Context: an optimization exercise on an open-source flow, tuned for small area, a short achievable clock period and few clock cycles per item. The choices shown serve that exercise and are no tape-out recipe. Function was checked by simulation only, so behaviour that the tests miss may differ from the original.

## job 7168
==> flow/design.v (excerpt) <==
module PID(
    input clk,rst_n,
    input adc_complete,
    input [INPUT_BIT_WIDTH-1:0] sample,
    input wire signed[PARAMETER_BIT_WIDTH-1:0] target,
    input wire signed[PARAMETER_BIT_WIDTH-1:0] kp,
    input wire signed[PARAMETER_BIT_WIDTH-1:0] ki,
    input wire signed[PARAMETER_BIT_WIDTH-1:0] maximum_out,
    input wire signed[PARAMETER_BIT_WIDTH-1:0] minimum_out,
    input wire signed[PARAMETER_BIT_WIDTH-1:0] maximum_add,
    input wire signed[PARAMETER_BIT_WIDTH-1:0] minimum_add,
    output reg signed[PARAMETER_BIT_WIDTH-1:0] pi_out,
    output reg pi_valid
);
parameter PARAMETER_BIT_WIDTH = 26;
parameter INPUT_BIT_WIDTH = 12;
reg adc_q;
reg s2, s3;                        
reg signed [25:0] e1;
reg [25:0] kpi_r;
reg [25:0] p1a_r, p1b_r;
reg signed [25:0] c_a, c_b;        
wire s1 = adc_complete & ~adc_q;   
wire [25:0] e0 = target - {14'd0, sample};
wire ns2 = ~s2;                    
wire [25:0] mx = s2 ? kpi_r : kp;
wire bd0one0 = e1[0] ^ 1'b0;
wire bd0two1 = (e1[1] & ~e1[0] & ~1'b0) | (~e1[1] & e1[0] & 1'b0);
wire bd0n2 = e1[1] ^ ns2;
wire bd0p3 = ((bd0one0 & mx[0])) ^ bd0n2;
wire bd0p4 = ((bd0one0 & mx[1]) | (bd0two1 & mx[0])) ^ bd0n2;
wire bd0p5 = ((bd0one0 & mx[2]) | (bd0two1 & mx[1])) ^ bd0n2;
wire bd0p6 = ((bd0one0 & mx[3]) | (bd0two1 & mx[2])) ^ bd0n2;
wire bd0p7 = ((bd0one0 & mx[4]) | (bd0two1 & mx[3])) ^ bd0n2;
wire bd0p8 = ((bd0one0 & mx[5]) | (bd0two1 & mx[4])) ^ bd0n2;
wire bd0p9 = ((bd0one0 & mx[6]) | (bd0two1 & mx[5])) ^ bd0n2;
wire bd0p10 = ((bd0one0 & mx[7]) | (bd0two1 & mx[6])) ^ bd0n2;
wire bd0p11 = ((bd0one0 & mx[8]) | (bd0two1 & mx[7])) ^ bd0n2;
wire bd0p12 = ((bd0one0 & mx[9]) | (bd0two1 & mx[8])) ^ bd0n2;
  ...
export LEC_CHECK = 0
export ABC_AREA = 1
export CAP_MARGIN = 20
export CORE_MARGIN = 2
export CORE_UTILIZATION = 40
export SETUP_SLACK_MARGIN = 4
export SLEW_MARGIN = 20
export BUFFER_PORTS_ARGS = -buffer_cell sky130_fd_sc_hd__buf_2
create_clock -name core_clock -period 10.0 [get_ports {clk}]
standard.sh (not shown) runs the stock make flow with config.mk's settings and CLKGATE_MAP_FILE= SYNTH_SCRIPT=/design/flow/synth_recipe.tcl, a recipe that flattens the netlist after the stock synthesis.
==> flow/flow/run.sh <==
#!/bin/bash
set -euo pipefail
echo 'export BUFFER_PORTS_ARGS = -buffer_cell sky130_fd_sc_hd__buf_2' >> config.mk
bash standard.sh finish > standard_flow.log 2>&1
Testbench counts of job 7168, summed over its fixed seeds: cycles 4,800, items 1,600.
Inputs modified between job 7168 and job 1465:
# job 7168
export LEC_CHECK = 0
export ABC_AREA = 1
export CAP_MARGIN = 20
export CORE_MARGIN = 2
export CORE_UTILIZATION = 40
export SETUP_SLACK_MARGIN = 4
export SLEW_MARGIN = 20
export BUFFER_PORTS_ARGS = -buffer_cell sky130_fd_sc_hd__buf_2
create_clock -name core_clock -period 10.0 [get_ports {clk}]
# job 1465
export LEC_CHECK = 0
export ABC_AREA = 1
export CAP_MARGIN = 20
export CORE_MARGIN = 2
export CORE_UTILIZATION = 70
export SETUP_SLACK_MARGIN = 4
export SLEW_MARGIN = 20
export BUFFER_PORTS_ARGS = -buffer_cell sky130_fd_sc_hd__buf_2
export SYNTH_ARGS = -noabc
create_clock -name core_clock -period 10.0 [get_ports {clk}]
--- a/flow/flow/run.sh
+++ b/flow/flow/run.sh
@@ -3,2 +3,3 @@
 echo 'export BUFFER_PORTS_ARGS = -buffer_cell sky130_fd_sc_hd__buf_2' >> config.mk
+echo 'export SYNTH_ARGS = -noabc' >> config.mk
 bash standard.sh finish > standard_flow.log 2>&1
==> comparison <==
- Job 1465 ran to completion and came out clean on the timing, DRC and antenna checks.
- Job 1465 reports a higher number of distinct library cells after synthesis than job 7168 does.
- The sequential share of layout area reported for job 1465 is greater than that of job 7168 by 0.73 points.
- Multiplexer share of the synthesized area: job 1465 vs job 7168, no meaningful difference
- Comparing job 7168 and job 1465, the higher basic-gate share of the synthesized area counting and, or, nand and nor cells is on job 1465.
Edits applied to the flow inputs when going from job 1465 to job 6638:
# job 1465
export LEC_CHECK = 0
export ABC_AREA = 1
export CAP_MARGIN = 20
export CORE_MARGIN = 2
export CORE_UTILIZATION = 70
export SETUP_SLACK_MARGIN = 4
export SLEW_MARGIN = 20
export BUFFER_PORTS_ARGS = -buffer_cell sky130_fd_sc_hd__buf_2
export SYNTH_ARGS = -noabc
create_clock -name core_clock -period 10.0 [get_ports {clk}]
# job 6638
export LEC_CHECK = 0
export CAP_MARGIN = 20
export CORE_MARGIN = 2
export CORE_UTILIZATION = 40
export SETUP_SLACK_MARGIN = 4
export SLEW_MARGIN = 20
create_clock -name core_clock -period 10.0 [get_ports {clk}]
==> flow/run.sh (new file) <==
#!/bin/bash
# synth_recipe.tcl (not shown) runs the flow's synth.tcl, then flattens the netlist and writes it again
# the make line also repeats each setting of config.mk as NAME=value (left out here)
make -C /OpenROAD-flow-scripts/flow DESIGN_CONFIG=/design/flow/config.mk WORK_HOME=/design/flow/orfs CLKGATE_MAP_FILE= SYNTH_SCRIPT=/design/flow/synth_recipe.tcl finish
removed: flow/flow/run.sh
removed: flow/standard.sh
## What came out
Job 6638 reached the end of the flow, and the finished layout is clean on the timing, DRC and antenna checks.
Relative to job 1465, worst setup slack after layout has gone down in job 6638.
In the flow results for job 6638 and job 1465, the required arrival time at the worst endpoint is larger on job 6638.
Diff job 6638 and job 1465: part of the Yosys area used for sequential elements higher in job 1465

========
PID again, from the RTL that the note above started with.
clock: 10.0 ns
lec_check: 0
abc_area: 1
cap_margin: 20
core_margin: 2
core_utilization: 60
setup_slack_margin: 4.5
slew_margin: 20
buffer_ports_args: -buffer_cell sky130_fd_sc_hd__buf_2
==> flow/flow/run.sh <==
#!/bin/bash
set -euo pipefail
echo 'export BUFFER_PORTS_ARGS = -buffer_cell sky130_fd_sc_hd__buf_2' >> config.mk
bash standard.sh finish > standard_flow.log 2>&1
The first run went through all stages and came out clean.
Testbench counts at the start, summed over its fixed seeds: cycles 4,800, items 1,600.
Edit:
==> flow/run.sh (new file) <==
#!/bin/bash
# synth_recipe.tcl (not shown) runs the flow's synth.tcl, then flattens the netlist and writes it again
# the make line also repeats each setting of config.mk as NAME=value (left out here)
make -C /OpenROAD-flow-scripts/flow DESIGN_CONFIG=/design/flow/config.mk WORK_HOME=/design/flow/orfs CLKGATE_MAP_FILE= SYNTH_SCRIPT=/design/flow/synth_recipe.tcl finish
- BUFFER_PORTS_ARGS: -buffer_cell sky130_fd_sc_hd__buf_2 -> not set
- CORE_UTILIZATION: 60 -> 40
- SETUP_SLACK_MARGIN: 4.5 -> 4
removed: flow/flow/run.sh
removed: flow/standard.sh
What happened:
- clock skew barely changes
- worst setup slack got worse by 340 ps
- via count falls by 5.5%
- global-route usage falls by 12 points
- count of clock-buffer cells in the layout falls by 1
- die area rises by 49%
- wire length barely changes
Edit:
==> flow/flow/run.sh (new file) <==
#!/bin/bash
set -euo pipefail
echo 'export BUFFER_PORTS_ARGS = -buffer_cell sky130_fd_sc_hd__buf_2' >> config.mk
echo 'export SYNTH_ARGS = -noabc' >> config.mk
bash standard.sh finish > standard_flow.log 2>&1
==> flow/standard.sh (new file) <==
#!/bin/bash
# synth_recipe.tcl (not shown) runs the flow's synth.tcl, then flattens the netlist and writes it again
# the make line also repeats each setting of config.mk as NAME=value (left out here)
make -C /OpenROAD-flow-scripts/flow DESIGN_CONFIG=/design/flow/config.mk WORK_HOME=/design/flow/orfs CLKGATE_MAP_FILE= SYNTH_SCRIPT=/design/flow/synth_recipe.tcl "${@:-finish}"
- BUFFER_PORTS_ARGS: not set -> -buffer_cell sky130_fd_sc_hd__buf_2
- SYNTH_ARGS: not set -> -noabc
removed: flow/run.sh
Result: The new run finished clean; fmax grows by 4.6%; global-route usage came out lower by 0.74 points; hold slack barely changes; synthesized cell count fell by 5.8%; count of clock-buffer cells in the layout stays the same; area after synthesis decreases by 2.5%; final cell count came out lower by 5.9%; via count shrinks by 3.4%.
Edit:
==> flow/flow/run.sh (replaced) <==
#!/bin/bash
set -euo pipefail
echo 'export BUFFER_PORTS_ARGS = -buffer_cell sky130_fd_sc_hd__buf_2' >> config.mk
bash standard.sh finish > standard_flow.log 2>&1
- CORE_UTILIZATION: 40 -> 60
- SYNTH_ARGS: -noabc -> not set
What happened: Cell area climbs by about 1.7%. Fmax drops by about 1.7%. Routed wire length climbs by 5.2%. Worst setup slack degrades by 94 ps. Hold slack degrades by 3.6 ps. Clock skew drops by 8.1 ps. Final cell count drops by about 0.7%.
Edit:
==> flow/run.sh (new file) <==
#!/bin/bash
# synth_recipe.tcl (not shown) runs the flow's synth.tcl, then flattens the netlist and writes it again
# the make line also repeats each setting of config.mk as NAME=value (left out here)
make -C /OpenROAD-flow-scripts/flow DESIGN_CONFIG=/design/flow/config.mk WORK_HOME=/design/flow/orfs CLKGATE_MAP_FILE= SYNTH_SCRIPT=/design/flow/synth_recipe.tcl finish
- ABC_AREA: 1 -> not set
- BUFFER_PORTS_ARGS: -buffer_cell sky130_fd_sc_hd__buf_2 -> not set
- CORE_UTILIZATION: 60 -> 40
- SETUP_SLACK_MARGIN: 4 -> 5
removed: flow/flow/run.sh
removed: flow/standard.sh
Effect:
- non-clock buffer count came out higher by 213
- synthesized area grows by 9.1%
Edit:
==> flow/flow/run.sh (new file) <==
#!/bin/bash
set -euo pipefail
echo 'export BUFFER_PORTS_ARGS = -buffer_cell sky130_fd_sc_hd__buf_2' >> config.mk
echo 'export SYNTH_ARGS = -noabc' >> config.mk
bash standard.sh finish > standard_flow.log 2>&1
==> flow/standard.sh (new file) <==
#!/bin/bash
# synth_recipe.tcl (not shown) runs the flow's synth.tcl, then flattens the netlist and writes it again
# the make line also repeats each setting of config.mk as NAME=value (left out here)
make -C /OpenROAD-flow-scripts/flow DESIGN_CONFIG=/design/flow/config.mk WORK_HOME=/design/flow/orfs CLKGATE_MAP_FILE= SYNTH_SCRIPT=/design/flow/synth_recipe.tcl "${@:-finish}"
- ABC_AREA: not set -> 1
- BUFFER_PORTS_ARGS: not set -> -buffer_cell sky130_fd_sc_hd__buf_2
- CORE_UTILIZATION: 40 -> 60
- SETUP_SLACK_MARGIN: 5 -> 4.25
- SYNTH_ARGS: not set -> -noabc
removed: flow/run.sh
Sequential share of layout area increases by 4.0 points.
Critical path depth drops by 9.
Wire length falls by a quarter to a third.
Clock-buffer cell count climbs by 4.
Flip-flop and latch count does not change.
First-iteration DRC count decreases by a quarter to a third.
Worst setup slack improved by 470 ps.

========
## run D
Another version of the RTL of PID (not shown whole).
For scale: ~190 flip-flops, about 220 I/O pins, roughly 23,000 um^2 of cells after synthesis.
## PID
module PID(
    input clk,rst_n,
    input adc_complete,
    input [INPUT_BIT_WIDTH-1:0] sample,
    input wire signed[PARAMETER_BIT_WIDTH-1:0] target,
    input wire signed[PARAMETER_BIT_WIDTH-1:0] kp,
    input wire signed[PARAMETER_BIT_WIDTH-1:0] ki,
    input wire signed[PARAMETER_BIT_WIDTH-1:0] maximum_out,
    input wire signed[PARAMETER_BIT_WIDTH-1:0] minimum_out,
    input wire signed[PARAMETER_BIT_WIDTH-1:0] maximum_add,
    input wire signed[PARAMETER_BIT_WIDTH-1:0] minimum_add,
    output reg signed[PARAMETER_BIT_WIDTH-1:0] pi_out,
    output reg pi_valid
);
clock: 10.0 ns
lec_check: 0
abc_area: 1
cap_margin: 20
core_margin: 2
core_utilization: 60
setup_slack_margin: 4.25
slew_margin: 20
buffer_ports_args: -buffer_cell sky130_fd_sc_hd__buf_2
synth_args: -noabc
==> flow/flow/run.sh <==
#!/bin/bash
set -euo pipefail
echo 'export BUFFER_PORTS_ARGS = -buffer_cell sky130_fd_sc_hd__buf_2' >> config.mk
echo 'export SYNTH_ARGS = -noabc' >> config.mk
bash standard.sh finish > standard_flow.log 2>&1
Run D completed; timing, DRC and antenna clean
Testbench counts of run D, summed over its fixed seeds: cycles 4,800, items 1,600.
Setup changes, run D to run B
- setting CTS_BUF_LIST to sky130_fd_sc_hd__clkbuf_4 sky130_fd_sc_hd__clkbuf_8 for the first time
- Delta (run B minus run D): DRC violation count after routing stayed essentially flat.
- Utilization of the core after routing in run B is 0.35 points lower than in run D
- Routed wire length on run B is ahead of run D.
- Overall via count from detail_route came out lower on run B than on run D.
- Clock latency on the worst-skew pair (run B over run D): increase, 0.08 ns
- In run B relative to run D, non-clock buffer count had gone up by a few percent.
- Taking run D as the reference, in run B mux share of post-synthesis cell area stayed essentially flat.

========
RTL: one of the versions met above, not the one the previous note started from.
For scale: about 220 I/O pins, ~24000 um^2 of cells after synthesis.
Settings: LEC_CHECK=0, ABC_AREA=1, CAP_MARGIN=20, CORE_MARGIN=2, CORE_UTILIZATION=60, SETUP_SLACK_MARGIN=4, SLEW_MARGIN=20, BUFFER_PORTS_ARGS=-buffer_cell sky130_fd_sc_hd__buf_2, SYNTH_ARGS=-noabc; clock period 10.0 ns.
Scripts as last shown in full above: flow/flow/run.sh
Testbench counts at the start, summed over its fixed seeds: cycles 4,800, items 1,600.
Edit:
==> flow/run.sh (new file) <==
#!/bin/bash
# synth_recipe.tcl (not shown) runs the flow's synth.tcl, then flattens the netlist and writes it again
# the make line also repeats each setting of config.mk as NAME=value (left out here)
make -C /OpenROAD-flow-scripts/flow DESIGN_CONFIG=/design/flow/config.mk WORK_HOME=/design/flow/orfs CLKGATE_MAP_FILE= SYNTH_SCRIPT=/design/flow/synth_recipe.tcl finish
Settings changed: BUFFER_PORTS_ARGS -buffer_cell sky130_fd_sc_hd__buf_2 to unset, CORE_UTILIZATION 60 to 40, SETUP_SLACK_MARGIN 4 to 5, SYNTH_ARGS -noabc to unset.
removed: flow/flow/run.sh
removed: flow/standard.sh
=>
- utilization falls by 13 points
- clock skew went up by 4.3 ps
- clock-buffer cell count is lower by 5
- sequential share of layout area falls by 3.1 points
- worst setup slack gets better by 240 ps
- routed wire length came out higher by 19%
Edit:
==> flow/flow/run.sh (new file) <==
#!/bin/bash
set -euo pipefail
echo 'export BUFFER_PORTS_ARGS = -buffer_cell sky130_fd_sc_hd__buf_2' >> config.mk
echo 'export SYNTH_ARGS = -noabc' >> config.mk
bash standard.sh finish > standard_flow.log 2>&1
==> flow/standard.sh (new file) <==
#!/bin/bash
# synth_recipe.tcl (not shown) runs the flow's synth.tcl, then flattens the netlist and writes it again
# the make line also repeats each setting of config.mk as NAME=value (left out here)
make -C /OpenROAD-flow-scripts/flow DESIGN_CONFIG=/design/flow/config.mk WORK_HOME=/design/flow/orfs CLKGATE_MAP_FILE= SYNTH_SCRIPT=/design/flow/synth_recipe.tcl "${@:-finish}"
Settings changed: BUFFER_PORTS_ARGS set to -buffer_cell sky130_fd_sc_hd__buf_2, CORE_UTILIZATION 40 to 60, CTS_BUF_LIST set to sky130_fd_sc_hd__clkbuf_4 sky130_fd_sc_hd__clkbuf_8, SETUP_SLACK_MARGIN 5 to 4.5, SYNTH_ARGS set to -noabc.
removed: flow/run.sh
Result: Utilization increases by 14 points. Final area decreases by 18%. Final cell count decreases by 15%. Synthesized cell count decreases by 5.8%. Global-route usage increases by 8.6 points. Clock-buffer cell count stays the same. Worst hold slack gets better by 6.6 ps. Register-to-register slack gets worse by 410 ps. Critical path depth decreases by 2.
Edit:
==> flow/flow/run.sh (replaced) <==
#!/bin/bash
set -euo pipefail
echo 'export BUFFER_PORTS_ARGS = -buffer_cell sky130_fd_sc_hd__buf_1' >> config.mk
echo 'export SYNTH_ARGS = -noabc' >> config.mk
bash standard.sh finish > standard_flow.log 2>&1
Settings changed: BUFFER_PORTS_ARGS -buffer_cell sky130_fd_sc_hd__buf_2 to -buffer_cell sky130_fd_sc_hd__buf_1, CTS_BUF_LIST sky130_fd_sc_hd__clkbuf_4 sky130_fd_sc_hd__clkbuf_8 to unset, SETUP_SLACK_MARGIN 4.5 to 4.
The new run completed without violations.
Maximum frequency falls by 3.1%.
Core utilization went down by 1.6 points.
Via count drops by 2.5%.
Clock skew drops by 12 ps.
Synthesized area is unchanged.
Non-clock buffer count drops by 10.
Setup slack is worse by 180 ps.
Count of clock-buffer cells in the layout climbs by 1.
Global-route usage is higher by 0.19 points.

## static timing again, ports no longer ideal
Ports are ideal in the flow. The routed layouts listed here were re-timed in OpenROAD.
Step 1 assumes that a clkbuf_16 drives the clock port and a buf_2 every other input.
Step 2 times the ports against the registers' clock, not the clock port: input delays grow and output delays shrink by t, the midpoint of the rising clock arrivals with the driver on.
a / b / c = ideal / step 1 / step 2; a / b = the first two.
run | t (ns) | slack for setup (ns) | worst register clock-pin slew, ns
job 7168 | 0.570 | 4.255 / 4.251 / 3.681 | 0.10 / 0.10
job 1465 | 0.525 | 4.306 / 4.339 / 3.814 | 0.08 / 0.08
job 6638 | 0.570 | 3.868 / 3.906 / 3.337 | 0.09 / 0.09
the first run of note 2 | 0.550 | 4.498 / 4.536 / 3.986 | 0.08 / 0.08
the second run of note 2 | 0.567 | 4.155 / 4.194 / 3.627 | 0.09 / 0.09
the third run of note 2 | 0.563 | 4.413 / 4.437 / 3.889 | 0.09 / 0.09
the fourth run of note 2 | 0.558 | 4.318 / 4.318 / 3.804 | 0.08 / 0.08
the fifth run of note 2 | 0.566 | 3.947 / 3.983 / 3.417 | 0.09 / 0.09
the sixth run of note 2 | 0.560 | 4.415 / 4.449 / 3.889 | 0.08 / 0.08
run D | 0.538 | 4.385 / 4.424 / 3.885 | 0.09 / 0.09
run B | 0.611 | 4.505 / 4.541 / 3.931 | 0.12 / 0.12
the first run of note 4 | 0.564 | 4.361 / 4.403 / 3.839 | 0.08 / 0.08
the second run of note 4 | 0.565 | 4.598 / 4.635 / 4.070 | 0.10 / 0.10
the third run of note 4 | 0.639 | 4.470 / 4.497 / 3.864 | 0.12 / 0.12
the fourth run of note 4 | 0.562 | 4.291 / 4.291 / 3.779 | 0.08 / 0.08
After both steps setup and hold are still met in every run listed. The setup slack of the third run of note 4, which loses most, moves by +0.027 ns with the drivers and by -0.606 ns with both steps.
